What follows belongs to an exercise in optimizing a design on an open flow for small area, a short achievable clock period and few clock cycles; a production flow would make more cautious choices. At most, simulation tests tie the RTL to the original design; equivalence was not proved. Only the layout flow was run in runs 2 and 3; the RTL was not checked for function there.

==> flow/design.v, too long to show whole: its modules and the start of the top module <==
// module M1: 756 lines
// module m1_rca: 14 lines
// module m1_fa: 4 lines
// module m1_ha: 4 lines
module M1 (
   input  logic         Clock,
   input  logic         Resetn,
   input  logic         start,
   output logic         done,
   input  logic  [15:0] SRAM_read_data,
   output logic  [17:0] SRAM_address,
   output logic  [15:0] SRAM_write_data,
   output logic         SRAM_we_n
);
  // ...
==> flow/flow/run.sh <==
#!/bin/bash
set -euo pipefail
bash standard.sh SETUP_SLACK_MARGIN=10 finish > standard_make.log 2>&1
==> flow/standard.sh <==
#!/bin/bash
# synth_recipe.tcl (not shown) runs the flow's synth.tcl, then flattens the netlist and writes it again
# the make line also repeats each setting of config.mk as NAME=value (left out here)
make -C /OpenROAD-flow-scripts/flow DESIGN_CONFIG=/design/flow/config.mk WORK_HOME=/design/flow/orfs CLKGATE_MAP_FILE= SYNTH_SCRIPT=/design/flow/synth_recipe.tcl "${@:-finish}"
==> flow/config.mk <==
export PLATFORM = sky130hd
export DESIGN_NAME = M1
export DESIGN_NICKNAME = M1
export VERILOG_FILES = /design/flow/design.v
export SDC_FILE = /design/flow/constraint.sdc
export NUM_CORES = 4
export LEC_CHECK = 0
export ABC_CLOCK_PERIOD_IN_PS = 4000
export CAP_MARGIN = 20
export CORE_MARGIN = 2
export CORE_UTILIZATION = 65
export CTS_BUF_LIST = sky130_fd_sc_hd__clkbuf_4 sky130_fd_sc_hd__clkbuf_8
export SETUP_SLACK_MARGIN = 5
export SLEW_MARGIN = 20
export SYNTH_HIERARCHICAL = 1
==> flow/constraint.sdc <==
create_clock -name core_clock -period 14.0 [get_ports {Clock}]
set_input_delay 2.8000 -clock core_clock [delete_from_list [all_inputs] [get_ports {Clock}]]
set_output_delay 2.8000 -clock core_clock [all_outputs]
set_load 0.01 [all_outputs]
==> reports/results.tsv, run 1 <==
stage	metric	value	unit
cts	CTS H-tree lvls	3	
global_routing	GR Layer Usage met2	0.472	
cts	hold-fix buffers at CTS	0	
detailed_routing	metal2 WL	27700	µm
worst_setup_path	worst setup path endpoint	SRAM_we_n	
yosys	register area share after synthesis	0.429	
detailed_routing	WL per Instance	21.4	µm
worst_setup_path	CP max stage delay	360	ps
detailed_routing	drt first pass iters	5	
yosys	mux cell area share after synthesis	0.00992	
yosys	Netlist cell types	85	
die	core region area	39900	µm²
min_path	Hold EP	FqB[8]	
finish	register area	11300	µm²
worst_setup_path	worst r2r path cells	8	
min_path	Hold Path Depth	0	
timing	Setup TNS Final	0	ps
place	pre-CTS WS	8950	ps
yosys	Post-Syn Instances	2146	
die	Die Y	205	µm
finish	filler cell count	2779	
die	well tap count	525	
finish	final net count	2785	
worst_setup_path	delay-heaviest family, CP	flip-flops	
detailed_routing	highest metal used	met5	
global_routing	initial antenna violation count	4	
yosys	xor/xnor share of the synthesized area	0.0275	
finish	Layout area overhead	11.1	%
status	status	complete, no violations	
Testbench counts, summed over its fixed seeds: cycles 431,172.
==> inputs of run 2 (changes only) <==
--- a/flow/design.v
+++ b/flow/design.v
@@ -17,31 +17,29 @@
 logic [1:0]  state;
 logic [2:0]  ph;         
 logic [6:0]  mc;         
 logic [13:0] YP;         
 logic [12:0] CP;         
 logic [15:0] WP;         
 logic [7:0]  win [0:19];
 logic [7:0]  UB;
-logic [7:0]  VBh, VBl;    
-logic [7:0]  Yrh, Yrl;    
-logic [7:0]  Vp, B0h;
+logic [15:0] VB;
+logic [15:0] Yr;
+logic [7:0]  Up, Vp, B0h;
 logic [8:0]  ps0, ps1, ps2, ps3, ps4;
 logic [9:0]  ps24;
 logic [8:0]  fs0, fs1, fs3, fs4;
 logic [9:0]  fs24;
-logic [12:0] Flo;
-logic [9:0]  FhA, FhB, FqA, FqB, Fs;
-logic        Fq12;
+logic [21:0] Fs, FrowA, FrowB, FrA, FrB;
 logic [7:0]  Fc;
-m1_rca #(8) u_ps0 (.a(win[1]), .b(win[19]), .ci(1'b0), .s(ps0[7:0]), .co(ps0[8]));
-m1_rca #(8) u_ps1 (.a(win[3]), .b(win[17]), .ci(1'b0), .s(ps1[7:0]), .co(ps1[8]));
+assign ps0 = {1'b0, win[1]} + {1'b0, win[19]};
+assign ps1 = {1'b0, win[3]} + {1'b0, win[17]};
 assign ps2 = {1'b0, win[5]} + {1'b0, win[15]};
-m1_rca #(8) u_ps3 (.a(win[7]), .b(win[13]), .ci(1'b0), .s(ps3[7:0]), .co(ps3[8]));
+assign ps3 = {1'b0, win[7]} + {1'b0, win[13]};
 assign ps4 = {1'b0, win[9]} + {1'b0, win[11]};
 assign ps24 = {1'b0, ps2} + {1'b0, ps4};
 always_ff @(posedge Clock) begin
    fs0 <= ps0;
    fs1 <= ps1;
    fs3 <= ps3;
    fs4 <= ps4;
    fs24 <= ps24;
@@ -163,40 +161,34 @@
 m1_fa u_fl181 (.a(fl147), .b(fl116), .c(fl146), .s(fl181), .co(fl182));
 assign fl183 = ~(fl149 ^ fl148);
 assign fl184 = fl149 | fl148;
 assign fl185 = ~(fl151 ^ fl150);
 assign fl186 = fl151 | fl150;
 m1_fa u_fl187 (.a(fs4[7]), .b(fl122), .c(fl152), .s(fl187), .co(fl188));
 assign fl189 = ~fs4[8];
 assign fl190 = fs4[8];
-assign Flo = {1'b0, {fl173, fl171, fl169, fl167, fl165, fl163, fl161, fl159, fl157, fl155, fl153, nfs24[0]}} + {1'b0, {fl172, fl170, fl168, fl166, fl164, fl162, fl160, fl158, fl156, fl154, 1'b1, 1'b1}};
-assign FhA = {1'b1, 1'b1, fl189, fl187, fl185, fl183, fl181, fl179, fl177, fl175};
-assign FhB = {1'b0, fl190, fl188, fl186, fl184, fl182, fl180, fl178, fl176, fl174};
+assign FrowA = {1'b1, 1'b1, fl189, fl187, fl185, fl183, fl181, fl179, fl177, fl175, fl173, fl171, fl169, fl167, fl165, fl163, fl161, fl159, fl157, fl155, fl153, nfs24[0]};
+assign FrowB = {1'b0, fl190, fl188, fl186, fl184, fl182, fl180, fl178, fl176, fl174, fl172, fl170, fl168, fl166, fl164, fl162, fl160, fl158, fl156, fl154, 1'b1, 1'b1};
 always_ff @(posedge Clock) begin
-   FqA <= FhA;
-   FqB <= FhB;
-   Fq12 <= Flo[12];
-end
-assign Fs = FqA + FqB + {9'd0, Fq12};
-assign Fc = Fs[9] ? 8'h00 : Fs[8] ? 8'hFF : Fs[7:0];
-logic        odd_sel;
+   FrA <= FrowA;
+   FrB <= FrowB;
+end
+assign Fs = FrA + FrB;
+assign Fc = Fs[21] ? 8'h00 : Fs[20] ? 8'hFF : Fs[19:12];
 logic [7:0]  Yi, Ui, Vi;
-logic [15:0] Rlo, Glo, Blo;
-logic [9:0]  RhA, RhB, GhA, GhB, RqA, RqB, GqA, GqB;
-logic [10:0] BhA, BhB, BqA, BqB;
-logic        Rq15, Gq15, Bq15;
+logic [24:0] Rs, Gs;
+logic [25:0] Bs;
 logic [9:0]  Rr, Gr;
 logic [10:0] Br;
 logic [7:0]  Rc, Gc, Bc;
 always_ff @(posedge Clock) begin
-   Yi <= odd_sel ? Yrl : Yrh;
-   if (!odd_sel) Ui <= win[8];
-   else if (up_ld) Ui <= Fc;        
-   Vi <= odd_sel ? Vp : win[7];
+   Yi <= odd_sel_q ? Yr[7:0] : Yr[15:8];
+   Ui <= odd_sel_q ? Up : win[8];
+   Vi <= odd_sel_q ? Vp : win[7];
 end
 logic [7:0]  nYi, nUi, nVi;
 assign nYi = ~Yi;
 assign nUi = ~Ui;
 assign nVi = ~Vi;
 logic px1, px2, px3, px4, px5, px6, px7, px8, px9, px10, px11, px12, px13, px14, px15, px16;
 logic px17, px18, px19, px20, px21, px22, px23, px24, px25, px26, px27, px28, px29, px30, px31, px32;
 logic px33, px34, px35, px36, px37, px38, px39, px40, px41, px42, px43, px44, px45, px46, px47, px48;
@@ -532,249 +524,240 @@
 m1_fa u_px519 (.a(px475), .b(px442), .c(px474), .s(px519), .co(px520));
 assign px521 = ~(px477 ^ px476);
 assign px522 = px477 | px476;
 assign px523 = ~(px479 ^ px478);
 assign px524 = px479 | px478;
 assign px525 = ~(px481 ^ px480);
 assign px526 = px481 | px480;
 m1_ha u_px527 (.a(Ui[7]), .b(px482), .s(px527), .co(px528));
-assign Rlo = {1'b0, {px167, px165, px163, px161, px159, px157, px155, px153, px151, px149, px147, px145, px143, px141, 1'b0}} + {1'b0, {px166, px164, px162, px160, px158, px156, px154, px152, px150, px148, px146, px144, px142, 1'b1, 1'b0}};
-assign RhA = {1'b1, 1'b1, px183, px181, px179, px177, px175, px173, px171, px169};
-assign RhB = {1'b0, px184, px182, px180, px178, px176, px174, px172, px170, px168};
-assign Glo = {1'b0, {px383, px381, px379, px377, px375, px373, px371, px369, px367, px365, px363, px361, px359, px357, nUi[0]}} + {1'b0, {px382, px380, px378, px376, px374, px372, px370, px368, px366, px364, px362, px360, px358, 1'b1, 1'b1}};
-assign GhA = {1'b1, 1'b1, px399, px397, px395, px393, px391, px389, px387, px385};
-assign GhB = {1'b0, px400, px398, px396, px394, px392, px390, px388, px386, px384};
-assign Blo = {1'b0, {px509, px507, px505, px503, px501, px499, px497, px495, px493, px491, px489, px487, px485, px483, Ui[0]}} + {1'b0, {px508, px506, px504, px502, px500, px498, px496, px494, px492, px490, px488, px486, px484, 1'b1, 1'b0}};
-assign BhA = {1'b1, 1'b1, px527, px525, px523, px521, px519, px517, px515, px513, px511};
-assign BhB = {1'b0, px528, px526, px524, px522, px520, px518, px516, px514, px512, px510};
+assign Rs = {1'b1, 1'b1, px183, px181, px179, px177, px175, px173, px171, px169, px167, px165, px163, px161, px159, px157, px155, px153, px151, px149, px147, px145, px143, px141, 1'b0} + {1'b0, px184, px182, px180, px178, px176, px174, px172, px170, px168, px166, px164, px162, px160, px158, px156, px154, px152, px150, px148, px146, px144, px142, 1'b1, 1'b0};
+assign Gs = {1'b1, 1'b1, px399, px397, px395, px393, px391, px389, px387, px385, px383, px381, px379, px377, px375, px373, px371, px369, px367, px365, px363, px361, px359, px357, nUi[0]} + {1'b0, px400, px398, px396, px394, px392, px390, px388, px386, px384, px382, px380, px378, px376, px374, px372, px370, px368, px366, px364, px362, px360, px358, 1'b1, 1'b1};
+assign Bs = {1'b1, 1'b1, px527, px525, px523, px521, px519, px517, px515, px513, px511, px509, px507, px505, px503, px501, px499, px497, px495, px493, px491, px489, px487, px485, px483, Ui[0]} + {1'b0, px528, px526, px524, px522, px520, px518, px516, px514, px512, px510, px508, px506, px504, px502, px500, px498, px496, px494, px492, px490, px488, px486, px484, 1'b1, 1'b0};
 always_ff @(posedge Clock) begin
-   RqA <= RhA; RqB <= RhB; Rq15 <= Rlo[15];
-   GqA <= GhA; GqB <= GhB; Gq15 <= Glo[15];
-   BqA <= BhA; BqB <= BhB; Bq15 <= Blo[15];
-end
-assign Rr = RqA + RqB + {9'd0, Rq15};
-assign Gr = GqA + GqB + {9'd0, Gq15};
-assign Br = BqA + BqB + {10'd0, Bq15};
+   Rr <= Rs[24:15];
+   Gr <= Gs[24:15];
+   Br <= Bs[25:15];
+end
 assign Rc = Rr[9] ? 8'h00 : Rr[8] ? 8'hFF : Rr[7:0];
 assign Gc = Gr[9] ? 8'h00 : Gr[8] ? 8'hFF : Gr[7:0];
 assign Bc = Br[10] ? 8'h00 : (Br[9] | Br[8]) ? 8'hFF : Br[7:0];
 logic run, fill;
+logic m_neg;           
+logic m_odd;           
+logic [6:0] m;         
 logic last_row;
 assign run   = (state == S_RUN);
 assign fill  = (state == S_FILL);
+assign m_neg = (mc == 7'd0);
+assign m     = mc - 7'd1;
+assign m_odd = ~mc[0];
 assign last_row = CP[12] & CP[11] & CP[9] & CP[8];    
-logic f_last, f_neg, f_odd, f_ubus, f_uub, f_vbh, f_vbl;
-logic [6:0] mc_new, m_new;
-logic upd_flags;
-assign mc_new = (state == S_FILL) ? 7'd0 : mc + 7'd1;
-assign m_new  = mc_new - 7'd1;
-assign upd_flags = (state == S_FILL) || (state == S_RUN && ph == 3'd4);
-always_ff @(posedge Clock) begin
-   if (upd_flags) begin
-      f_last <= (mc_new == 7'd96);
-      f_neg  <= (mc_new == 7'd0);
-      f_odd  <= ~mc_new[0];
-      f_ubus <= mc_new[0] && mc_new != 7'd0 && m_new <= 7'd88;
-      f_uub  <= ~mc_new[0] && (mc_new == 7'd0 || m_new <= 7'd89);
-      f_vbh  <= ~mc_new[0] && (mc_new == 7'd0 || m_new <= 7'd87);
-      f_vbl  <= mc_new[0] && mc_new != 7'd0 && m_new <= 7'd88;
-   end
+logic [1:0] state_n;
+logic [2:0] ph_n;
+logic [6:0] mc_n;
+always_comb begin
+   state_n = state; ph_n = ph; mc_n = mc;
+   case (state)
+      S_IDLE: if (start) begin
+         state_n = S_FILL; mc_n = 7'd0;
+      end
+      S_FILL: begin
+         ph_n = 3'd0;
+         if (mc == 7'd20) begin
+            state_n = S_RUN; mc_n = 7'd0;
+         end else
+            mc_n = mc + 7'd1;
+      end
+      default: begin  
+         ph_n = (ph == 3'd4) ? 3'd0 : ph + 3'd1;
+         if (ph == 3'd4) begin
+            if (mc == 7'd96) begin
+               state_n = last_row ? S_IDLE : S_FILL;
+               mc_n = 7'd5;
+            end else
+               mc_n = mc + 7'd1;
+         end
+      end
+   endcase
 end
 localparam [2:0] SH_NONE = 3'd0, SH_BUS = 3'd1, SH_VBH = 3'd2, SH_VBL = 3'd3,
                  SH_UB = 3'd4, SH_CLAMP = 3'd5;
-logic [2:0] sh;
-logic ub_ld, vb_ld, y_ld, up_ld, vp_ld;
+logic [2:0] sh, sh_q;
+logic ub_ld, vb_ld, y_ld, up_ld, vp_ld, odd_sel;
+logic ub_ld_q, vb_ld_q, y_ld_q, up_ld_q, vp_ld_q, odd_sel_q, shift_q;
+logic n_run, n_fill, n_neg, n_odd;
+logic [6:0] n_m;
+assign n_run = (state_n == S_RUN);
+assign n_fill = (state_n == S_FILL);
+assign n_neg = (mc_n == 7'd0);
+assign n_m   = mc_n - 7'd1;
+assign n_odd = ~mc_n[0];
 always_comb begin
    sh = SH_NONE;
    ub_ld = 1'b0; vb_ld = 1'b0; y_ld = 1'b0; up_ld = 1'b0; vp_ld = 1'b0;
    odd_sel = 1'b1;
-   if (run) begin
-      case (ph)
-         3'd0: begin
-            up_ld = 1'b1;
-            if (f_neg) begin sh = SH_BUS; ub_ld = 1'b1; end    
-         end
-         3'd1: if (f_neg) sh = SH_VBL;                       
+   if (n_run) begin
+      case (ph_n)
+         3'd0: up_ld = 1'b1;
+         3'd1: ;
          3'd2: begin
-            if (f_last) begin                    
+            if (mc_n == 7'd96) begin               
                sh = SH_BUS; vb_ld = 1'b1;
-            end else if (f_ubus) begin
+            end else if (!n_odd && n_m <= 7'd88 && !n_neg) begin
                sh = SH_BUS; ub_ld = 1'b1;
-            end else if (f_uub) begin
+            end else if (n_odd && (n_neg || n_m <= 7'd89)) begin
                sh = SH_UB;
             end else
                sh = SH_CLAMP;
-            if (f_vbh) vb_ld = 1'b1;
+            if (n_odd && (n_neg || n_m <= 7'd87)) vb_ld = 1'b1;
          end
          3'd3: begin
             y_ld = 1'b1;
-            if (f_last) begin                    
+            if (mc_n == 7'd96) begin               
                sh = SH_BUS; ub_ld = 1'b1;
-            end else if (f_vbh)
+            end else if (n_odd && (n_neg || n_m <= 7'd87))
                sh = SH_VBH;
-            else if (f_vbl)
+            else if (!n_odd && n_m <= 7'd88)
                sh = SH_VBL;
             else
                sh = SH_CLAMP;
          end
          default: begin  
             vp_ld = 1'b1;
             odd_sel = 1'b0;
-            if (f_last) sh = SH_CLAMP;           
+            if (mc_n == 7'd96) sh = SH_CLAMP;      
          end
       endcase
-   end else if (fill) begin
-      case (mc[4:0])
+   end else if (n_fill) begin
+      case (mc_n[4:0])
          5'd2:  begin sh = SH_BUS; vb_ld = 1'b1; end    
          5'd3:  begin sh = SH_BUS; ub_ld = 1'b1; end    
          5'd12: sh = SH_VBL;                            
          5'd13: sh = SH_UB;                             
          5'd14: begin sh = SH_BUS; vb_ld = 1'b1; end    
          5'd15: begin sh = SH_BUS; ub_ld = 1'b1; end    
          5'd16: sh = SH_VBL;                            
          5'd17: sh = SH_UB;                             
          5'd18: begin sh = SH_BUS; vb_ld = 1'b1; end    
-         default: if (mc >= 7'd4) sh = SH_CLAMP;
+         5'd19: begin sh = SH_BUS; ub_ld = 1'b1; end    
+         5'd20: sh = SH_VBL;                            
+         default: if (mc_n >= 7'd4) sh = SH_CLAMP;
       endcase
    end
 end
+always_ff @(posedge Clock) begin
+   sh_q <= sh;
+   shift_q <= (sh != SH_NONE);
+   ub_ld_q <= ub_ld; vb_ld_q <= vb_ld; y_ld_q <= y_ld;
+   up_ld_q <= up_ld; vp_ld_q <= vp_ld; odd_sel_q <= odd_sel;
+end
 logic [7:0] sh_in;
 always_comb begin
-   case (sh)
+   case (sh_q)
       SH_BUS:  sh_in = SRAM_read_data[15:8];
-      SH_VBH:  sh_in = VBh;
-      SH_VBL:  sh_in = VBl;
+      SH_VBH:  sh_in = VB[15:8];
+      SH_VBL:  sh_in = VB[7:0];
       SH_UB:   sh_in = UB;
       default: sh_in = win[18];
    endcase
 end
 always_ff @(posedge Clock) begin
-   if (sh != SH_NONE) begin
+   if (shift_q) begin
       for (int i = 0; i < 19; i++) win[i] <= win[i+1];
       win[19] <= sh_in;
    end
-   if (ub_ld) UB <= SRAM_read_data[7:0];
-   VBh <= SRAM_read_data[15:8];
-   Yrh <= SRAM_read_data[15:8];
-   if (vb_ld) VBl <= SRAM_read_data[7:0];
-   if (y_ld)  Yrl <= SRAM_read_data[7:0];
-   if (vp_ld) Vp <= Fc;
+   if (ub_ld_q) UB <= SRAM_read_data[7:0];
+   if (vb_ld_q) VB <= SRAM_read_data;
+   if (y_ld_q)  Yr <= SRAM_read_data;
+   if (up_ld_q) Up <= Fc;
+   if (vp_ld_q) Vp <= Fc;
    B0h <= Bc;
    case (ph)
       3'd1:    SRAM_write_data <= {Rc, Gc};
       3'd2:    SRAM_write_data <= {B0h, Rc};
       default: SRAM_write_data <= {Gc, Bc};
    endcase
 end
-logic we_q;
-assign SRAM_we_n = ~we_q;
 always_ff @(posedge Clock or negedge Resetn) begin
    if (~Resetn) begin
       state <= S_IDLE;
       done <= 1'b0;
-      we_q <= 1'b0;
+      SRAM_we_n <= 1'b1;
    end else begin
-      we_q <= 1'b0;
+      SRAM_we_n <= 1'b1;
       case (state)
-         S_IDLE: if (start) begin
-            done <= 1'b0;
-            state <= S_FILL;
-         end
-         S_FILL: if (mc == 7'd18) state <= S_RUN;
+         S_IDLE: if (start) done <= 1'b0;
+         S_FILL: ;
          default: begin  
-            if ((ph == 3'd1 || ph == 3'd2 || ph == 3'd3) && !f_neg) we_q <= 1'b1;
-            if (ph == 3'd4 && f_last) begin
-               if (last_row) begin
-                  state <= S_IDLE;
-                  done <= 1'b1;
-               end else
-                  state <= S_FILL;
-            end
+            if ((ph == 3'd1 || ph == 3'd2 || ph == 3'd3) && !m_neg) SRAM_we_n <= 1'b0;
+            if (ph == 3'd4 && mc == 7'd96 && last_row) done <= 1'b1;
          end
       endcase
+      state <= state_n;
    end
 end
 always_ff @(posedge Clock) begin
    SRAM_address <= {2'b11, WP};        
+   ph <= ph_n;
+   mc <= mc_n;
    case (state)
       S_IDLE: begin
          if (start) begin
-            mc <= 7'd0;
             YP <= 14'd0;
             CP <= 13'd0;
             WP <= BASE_RGB[15:0];
             SRAM_address <= BASE_V;               
          end
       end
       S_FILL: begin
-         mc <= (mc == 7'd18) ? 7'd0 : mc + 7'd1;
          case (mc[4:0])
             5'd0:  begin SRAM_address <= BASE_U + CP; CP <= CP + 13'd1; end
             5'd11: SRAM_address <= BASE_V + CP;
             5'd12: begin SRAM_address <= BASE_U + CP; CP <= CP + 13'd1; end
             5'd15: SRAM_address <= BASE_V + CP;
             5'd16: begin SRAM_address <= BASE_U + CP; CP <= CP + 13'd1; end
-            5'd18: SRAM_address <= BASE_V + CP;   
+            5'd20: SRAM_address <= BASE_V + CP;   
             default: ;
          endcase
-         ph <= 3'd0;
       end
       default: begin  
-         ph <= (ph == 3'd4) ? 3'd0 : ph + 3'd1;
          case (ph)
             3'd0: begin
-               if (!f_last) begin
+               if (mc != 7'd96) begin
                   SRAM_address <= {4'd0, YP};
                   YP <= YP + 14'd1;
                end else if (!last_row) begin
                   SRAM_address <= BASE_U + CP;
                   CP <= CP + 13'd1;
                end
             end
             3'd1, 3'd2, 3'd3: begin
-               if (!f_neg) begin
+               if (!m_neg) begin
                   SRAM_address <= {2'b11, WP};
                   WP <= WP + 16'd1;
                end
             end
             default: begin  
-               if (f_last) begin
-                  mc <= 7'd5;
-               end else begin
-                  mc <= mc + 7'd1;
+               if (mc != 7'd96) begin
                   if (mc == 7'd95) begin
                      if (!last_row) SRAM_address <= BASE_V + CP;    
                   end else if (mc[0] && mc <= 7'd87) begin
                      SRAM_address <= BASE_V + CP;                   
                   end else if (!mc[0] && mc <= 7'd88) begin
                      SRAM_address <= BASE_U + CP;                   
                      CP <= CP + 13'd1;
                   end
                end
             end
          endcase
       end
    endcase
 end
 endmodule
-module m1_rca #(parameter int N = 8) (
-   input  logic [N-1:0] a,
-   input  logic [N-1:0] b,
-   input  logic         ci,
-   output logic [N-1:0] s,
-   output logic         co
-);
-logic [N:0] c;
-assign c[0] = ci;
-for (genvar i = 0; i < N; i++) begin : g_bit
-   m1_fa u_fa (.a(a[i]), .b(b[i]), .c(c[i]), .s(s[i]), .co(c[i+1]));
-end
-assign co = c[N];
-endmodule
 module m1_fa (input logic a, input logic b, input logic c, output logic s, output logic co);
 assign s = a ^ b ^ c;
 assign co = (a & b) | (c & (a ^ b));
 endmodule
 module m1_ha (input logic a, input logic b, output logic s, output logic co);
 assign s = a ^ b;
 assign co = a & b;
 endmodule
==> flow/flow/run.sh (replaced) <==
#!/bin/bash
set -euo pipefail
bash standard.sh SETUP_SLACK_MARGIN=9 finish > standard_make.log 2>&1
==> flow/config.mk (replaced) <==
export PLATFORM = sky130hd
export DESIGN_NAME = M1
export DESIGN_NICKNAME = M1
export VERILOG_FILES = /design/flow/design.v
export SDC_FILE = /design/flow/constraint.sdc
export NUM_CORES = 4
export LEC_CHECK = 0
export ABC_CLOCK_PERIOD_IN_PS = 4000
export CAP_MARGIN = 20
export CORE_MARGIN = 2
export CORE_UTILIZATION = 55
export SETUP_SLACK_MARGIN = 5
export SLEW_MARGIN = 20
export SYNTH_HIERARCHICAL = 1
==> reports/results.tsv, run 2 <==
stage	metric	value	unit	change
yosys	Synth warnings	8		
yosys	Async S/R FF share, synth	0.00877		
global_routing	initial antenna violation count	0		-4
die	core region area	49000	µm²	+23%
cts	CTS clk-pin slew, worst paths	60	ps	
global_routing	total gr overflow	0		
timing	f_max	196	MHz	
die	Die Y	227	µm	+10%
worst_setup_path	worst r2r path cells	14		+6
detailed_routing	total wire length	60600	µm	
finish	most frequent cells in the layout	fa_1 (263), inv_1 (256), edfxtp_1 (251), ha_1 (223), dfxtp_1 (187)		
worst_setup_path	Arr. time, crit path	5580	ps	
worst_setup_path	Critical Path RT	14470	ps	
finish	Largest regs	win: 152 flops, FrA: 20 flops, FrB: 19 flops		
status	status	complete, no violations		
worst_setup_path	Startpoint Class	input port		
worst_setup_path	crit-path cells	buf_8 -> or3_4 -> and3_4 -> a32o_2 -> buf_6 -> ha_4 -> buf_4 -> buf_4 -> xnor2_4 -> and3_1 -> nand4_1 -> a311oi_2 -> o21ai_2 -> a2111o_1		
cts	TritonCTS clock tree	yes		
worst_setup_path	WP buf/inv	4		
yosys	top_reg_cell synth	edfxtp_1		
cts	# clock sinks	456		
die	io pins	55		
global_routing	vias in the first global route	18000		
yosys	number of enable flip-flop cells after synthesis	251		
yosys	register area share after synthesis	0.428		-0.000965
yosys	Post-synth top cells	inv_1 (264), fa_1 (263), edfxtp_1 (251), ha_1 (224), dfxtp_1 (201)		
timing	final setup violation count	0		
finish	Largest register FFs	152		
worst_setup_path	Reg-to-Reg End	Gr[8]		
cts	insertion delay to the later sink of the worst-skew pair	600	ps	
finish	Finished Core Util	0.625		
worst_setup_path	Crit. End Element	flop		
detailed_routing	drt first pass iters	5		unchanged
worst_setup_path	critical-path maximum fanout	4		
global_routing	GRT Util Overall	0.249		
cts	number of buffers created by CTS	49		
timing	worst-margin pin slew	1010	ps	
cts	Max clock buf depth	3		
cts	Root Buffer	clkbuf_16		
worst_setup_path	CP max stage delay	370	ps	about the same
place	Final GP Congestion	0.890		
detailed_routing	residual DRC count	0		
finish	filler cell count	3935		+42%
yosys	Yosys reg bits	456		
die	Starting Density	0.557		
yosys	Synth area leader	edfxtp_1		
timing	max-slew violations	0		
cts	CTS H-tree lvls	2		-1
finish	layout cell share with drive strength beyond 1	0.0953		
yosys	Post-Syn Instances	2277		+6.1%
detailed_routing	WL per Instance	19.7	µm	-7.9%
cts	hold-fix buffers at CTS	0		unchanged
worst_setup_path	reg2reg setup slack	9220	ps	
die	num rows	81		
timing	RSZ-0062 raised after global routing	yes		
worst_setup_path	delay-heaviest family, CP	compound AO/OA/AOI/OAI gates		
run	max cap viols	0		
timing	Setup TNS Final	0	ps	unchanged
detailed_routing	DRT iter0 DRCs	1107		
yosys	most instantiated library cell after synthesis	inv_1		
die	die area	51300	µm²	
finish	Reg with most FFs	win		
global_routing	largest net degree at the start of global routing	83		
min_path	Hold WC Path Type	reg2reg		
detailed_routing	ANT nets after route	0		
finish	final net count	2869		+3.0%
worst_setup_path	RR Startpoint	Yi[5]		
global_routing	first-pass GRT wire length	97900	µm	
place	port buffer count	54		
yosys	Post-Syn Area	27200	µm²	
min_path	Hold EP	FrB[20]		
timing	endpoints failing hold	0		
timing	final period utilization	0.365		
timing	Rel. slew slack	0.324		
die	Die X	227	µm	
min_path	Hold Path Depth	0		unchanged
timing	Worst Skew	24.4	ps	
yosys	syn_area_per_cell	12.0	µm²	
yosys	share of the synthesized area in the top cell type	0.277		
place	Post-DP HPWL	45600	µm	
yosys	Netlist cell types	86		+1.2%
finish	commonest non-fill, non-tap cell in the layout	fa_1		
detailed_routing	Avg Vias per Cell	5.53		
worst_setup_path	Setup CP Type	in2reg		
finish	# diodes	0		
detailed_routing	vias	17000		
worst_setup_path	Slowest-stage cell, CP	a2111o_1		
finish	Layout area overhead	12.3	%	
worst_setup_path	most frequent CP cell	buf_4		
timing	min cycle time layout	5110	ps	
yosys	top cells by area, synth	edfxtp_1 (28%), fa_1 (19%), dfxtp_1 (15%)		
min_path	startpoint of the worst hold path	fs4[8]		
run 2: cell types whose count changed after synthesis, sizes merged, moves of 9 or more:
cell / previous run / this run
o22ai: 16 / 6
o21bai: 3 / 33
o21ai: 97 / 83
dfxtp: 185 / 201
a211oi: 9 / 21
clkbuf: 28 / 50
nor2: 111 / 121
mux2: 17 / 34
fa: 292 / 263
nor3: 20 / 29
ha: 198 / 224
nand2: 118 / 127
a31oi: 5 / 19
run 2: layout make-up:
class                   instances  area, µm²  share of cell area
clock buffers                  73       1410              0.0460
repair buffers                101        956              0.0312
flip-flops and latches        456      11700               0.382
clock inverters                19        189             0.00618
multi-input cells            1486      14500               0.473
well taps                     664        831              0.0272
inverters                     269       1040              0.0340
run 2: worst max-delay path by stage:
| stage | slack (ps) | end | from | cells past startpoint |
|---|---|---|---|---|
| 6_report | 8890 | shift_q | start | 14 |
| 5_1_grt | 8780 | shift_q | start | 14 |
| 4_1_cts | 8830 | shift_q | start | 13 |
| 3_5_place_dp | 7250 | shift_q | start | 12 |
| 3_3_place_gp | 7260 | shift_q | start | 12 |
| 2_1_floorplan | 8550 | shift_q | start | 12 |
run 2: logic make-up after synthesis:
logic type	synth area share
AOI/OAI and AO/OA	0.105
xor gates and xnor gates	0.0293
adders and majority gates	0.296
buffers and inverters	0.0473
DFF	0.428
muxes	0.0144
and+or+nand+nor	0.0798
run 2: stage by stage:
step                      instances  setup slack [ps]  instance area, µm²  hold slack, ps
after CTS                      3061              8830               30400             362
after floorplan                2277              8550               27300             331
after detailed placement       2947              7250               28500             352
final                          3068              8890               30600             356
after global routing           3068              8780               30600             368
after global placement         2947              7260               28500             339
run 2: layer usage:
metal  vias to the layer above  GRT usage  part of all wire
met5                         -          0                 0
met4                         0     0.0647             0.022
met3                        93     0.0394             0.042
met2                       351      0.421              0.49
met1                      8435      0.337              0.45
li1                       8082          -                 -
run 2: what timing repair did:
item	CTS	global route
gates resized for setup	37	34
hold endpoints to repair	0	0
setup endpoints to repair	14	14
gates cloned	0	0
pin swaps	6	6
buffers inserted	22	7
run 2: worst register-to-register path: stages, from the launching register on:
cell and delay [ps]:
dfxtp_1 360, buf_12 200, fa_1 480, fa_1 520, fa_1 530, fa_1 520
fa_1 490, ha_1 330, a21boi_0 140, o21ai_1 160, a21oi_2 100, o31ai_4 240
a21oi_2 130, a311oi_2 330, xor2_1 170
run 2: Yosys stat by module (local to each module, per instance):
| module | area, µm² | times used | cells | flops+latches |
|---|---|---|---|---|
| M1 | 21700 | 1 | 1981 | 456 |
| m1_fa | 20.0 | 250 | 1 | 0 |
| m1_ha | 12.5 | 46 | 1 | 0 |
==> inputs of run 3 (changes only) <==
==> flow/flow/run.sh (replaced) <==
#!/bin/bash
set -euo pipefail
bash standard.sh SETUP_SLACK_MARGIN=10 finish > standard_make.log 2>&1
==> reports/results.tsv, run 3 <==
stage	metric	value	unit	change
global_routing	vias in the first global route	18100		+0.54%
worst_setup_path	critical-path maximum fanout	6		+2
yosys	share of the synthesized area in the top cell type	0.277		unchanged
cts	Root Buffer	clkbuf_16		
die	num rows	81		unchanged
timing	RSZ-0062 raised after global routing	yes		
yosys	register area share after synthesis	0.428		unchanged
yosys	Yosys reg bits	456		unchanged
timing	min cycle time layout	5190	ps	+79.0 ps
detailed_routing	residual DRC count	0		unchanged
finish	filler cell count	3734		-5.1%
yosys	Netlist cell types	86		unchanged
run	max cap viols	0		unchanged
worst_setup_path	worst r2r path cells	15		+1
global_routing	GRT Util Overall	0.257		+0.00759
yosys	top cells by area, synth	edfxtp_1 (28%), fa_1 (19%), dfxtp_1 (15%)		
finish	most frequent cells in the layout	fa_1 (258), edfxtp_1 (251), inv_1 (251), ha_1 (213), dfxtp_1 (173)		
finish	Layout area overhead	16.6	%	
cts	CTS clk-pin slew, worst paths	60	ps	about the same
yosys	number of enable flip-flop cells after synthesis	251		unchanged
detailed_routing	drt first pass iters	5		unchanged
finish	Largest register FFs	152		unchanged
min_path	Hold EP	FrB[20]		
cts	CTS H-tree lvls	2		unchanged
global_routing	initial antenna violation count	3		+3
global_routing	first-pass GRT wire length	100000	µm	+2.5%
detailed_routing	ANT nets after route	0		unchanged
yosys	Post-synth top cells	inv_1 (264), fa_1 (263), edfxtp_1 (251), ha_1 (224), dfxtp_1 (201)		
status	status	complete, no violations		
detailed_routing	WL per Instance	20.3	µm	+2.8%
min_path	Hold WC Path Type	reg2reg		
worst_setup_path	Critical Path RT	14480	ps	about the same
detailed_routing	total wire length	63600	µm	+5.1%
finish	multi-input combinational cell area	14800	µm²	+2.5%
yosys	most instantiated library cell after synthesis	inv_1		
cts	Max clock buf depth	3		unchanged
finish	layout cell share with drive strength beyond 1	0.163		+0.0674
cts	number of buffers created by CTS	50		+2.0%
yosys	Synth warnings	8		unchanged
yosys	Post-Syn Area	27200	µm²	unchanged
finish	final net count	2936		+2.3%
die	Starting Density	0.557		unchanged
min_path	startpoint of the worst hold path	fs4[8]		
die	Die Y	227	µm	unchanged
global_routing	largest net degree at the start of global routing	78		-6.0%
min_path	Hold Path Depth	0		unchanged
cts	# clock sinks	456		unchanged
detailed_routing	Avg Vias per Cell	5.59		+1.2%
place	port buffer count	54		unchanged
die	die area	51300	µm²	unchanged
finish	Reg with most FFs	win		
worst_setup_path	Arr. time, crit path	5680	ps	+100 ps
yosys	Post-Syn Instances	2277		unchanged
yosys	top_reg_cell synth	edfxtp_1		
timing	Setup TNS Final	0	ps	unchanged
timing	endpoints failing hold	0		unchanged
timing	final period utilization	0.371		+0.00564
place	Post-DP HPWL	45700	µm	+0.21%
yosys	syn_area_per_cell	12.0	µm²	unchanged
detailed_routing	DRT iter0 DRCs	1319		+19%
timing	worst-margin pin slew	1050	ps	+38.1 ps
yosys	Synth area leader	edfxtp_1		
cts	TritonCTS clock tree	yes		
die	io pins	55		unchanged
die	Die X	227	µm	unchanged
timing	final setup violation count	0		unchanged
worst_setup_path	reg2reg setup slack	9450	ps	+230 ps
worst_setup_path	Startpoint Class	input port		
worst_setup_path	Reg-to-Reg End	Gr[7]		
timing	f_max	193	MHz	-1.5%
worst_setup_path	Crit. End Element	flop		
yosys	Async S/R FF share, synth	0.00877		unchanged
worst_setup_path	Setup CP Type	in2reg		
worst_setup_path	RR Startpoint	Yi[5]		
die	core region area	49000	µm²	unchanged
cts	insertion delay to the later sink of the worst-skew pair	610	ps	about the same
global_routing	total gr overflow	0		unchanged
timing	worst hold slack	349	ps	-6.38 ps
timing	Worst Skew	12.7	ps	-11.7 ps
timing	Rel. slew slack	0.298		-0.0264
finish	register area	11800	µm²	+0.56%
detailed_routing	vias	17500		+3.5%
timing	max-slew violations	0		unchanged
finish	Largest regs	win: 152 flops, FrA: 20 flops, FrB: 19 flops		
place	Final GP Congestion	0.878		-1.4%
finish	commonest non-fill, non-tap cell in the layout	fa_1		
==> run 3: cell counts after synthesis <==
Identical to the previous run, type by type.
==> run 3: through the flow <==
step / cells / setup WS, ps / util / instance area, µm²
2_1_floorplan: 2277 / 8550 / - / 27400
3_3_place_gp: 2937 / 7130 / 0.583 / 28600
3_5_place_dp: 2937 / 7140 / 0.583 / 28600
4_1_cts: 3108 / 8790 / 0.641 / 31400
5_1_grt: 3136 / 8730 / 0.649 / 31800
6_report: 3137 / 8810 / 0.649 / 31800
==> run 3: repair_timing <==
action / CTS / global route
endpoints found under the hold margin: 0 / 0
gates resized for setup: 188 / 58
hold buffers: 0 / 0
buffers inserted: 77 / 28
pin swaps: 71 / 60
endpoints found under the setup margin: 121 / 45
cloned: 0 / 0
==> run 3: cell type report <==
type / instances / area share
antenna: 1 / 0.0000788
clock buffer: 70 / 0.0474
clock inverter: 24 / 0.0109
inverter: 269 / 0.0328
multi-input combinational: 1486 / 0.467
sequential: 456 / 0.370
tap: 664 / 0.0261
timing repair buffer: 167 / 0.0456
==> run 3: per-module statistics from Yosys (local to each module, per instance) <==
module / times used / cells / flip-flops and latches / cell area (µm²)
M1: 1 / 1981 / 456 / 21700
m1_fa: 250 / 1 / 0 / 20.0
m1_ha: 46 / 1 / 0 / 12.5
==> run 3: cell families (layout without fill, tap and decap cells) <==
kind of cell	Yosys count	count (layout)	share of synthesized area
AO/OA/AOI/OAI	427	427	0.105
adder cells (fa/ha/maj)	487	487	0.296
flip-flops	456	456	0.428
buffers and inverters	335	530	0.0473
other	0	1	0
XOR/XNOR	91	91	0.0293
multiplexers	35	35	0.0144
AND/OR/NAND/NOR	446	446	0.0798
==> run 3: worst max path at each step <==
stage	startpoint	endpoint	slack, ps	depth (start not counted)
after detailed placement	start	shift_q	7140	12
after global placement	start	shift_q	7130	12
after floorplan	start	shift_q	8550	12
after CTS	start	shift_q	8790	13
after global routing	start	shift_q	8730	12
final	start	shift_q	8810	12
==> run 3: routing by layer <==
layer	routed length, µm	track usage
met3	3510	0.0490
met4	1970	0.0866
met2	29100	0.401
met1	29100	0.363
met5	0	0
==> run 3: worst max-delay path: stages <==
cell and delay, ps:
buf_12 100, or3_4 380, and3_4 180, a32o_2 230, buf_6 130, nand4_4 130, nand4_1 110, or4_4 450
a2111oi_4 390, a211oi_2 110, a221o_1 360, a2111o_1 290

-- port drivers added, routing unchanged --
How much do the figures lean on ideal ports? The routed layouts below were timed once more, with nothing changed but the port constraints. Step 1 assumes that a clkbuf_16 drives the clock port and a buf_2 every other input. Step 2, shift: input delay + t, output delay - t, t = (earliest + latest rising clock arrival at the registers) / 2. This alone moves slack from input paths to output paths. Three values: ideal ports, drivers, drivers and shift; two values: the first two.
run | shift t [ns] | setup slack, ns | worst setup path at the end | worst data-port slew with drivers (ns) | pins driven straight from the clock port
run 1 | 0.692 | 10.023 / 9.970 / 9.422 | input to register | 0.12 | 1
run 2 | 0.644 | 8.885 / 8.905 / 8.261 | input to register | 0.06 | 1
run 3 | 0.662 | 8.806 / 8.819 / 8.157 | input to register | 0.06 | 1
After both steps every run listed still meets setup and hold. The setup slack of run 3, which loses most, moves by +0.013 ns with the drivers and by -0.649 ns with both steps.
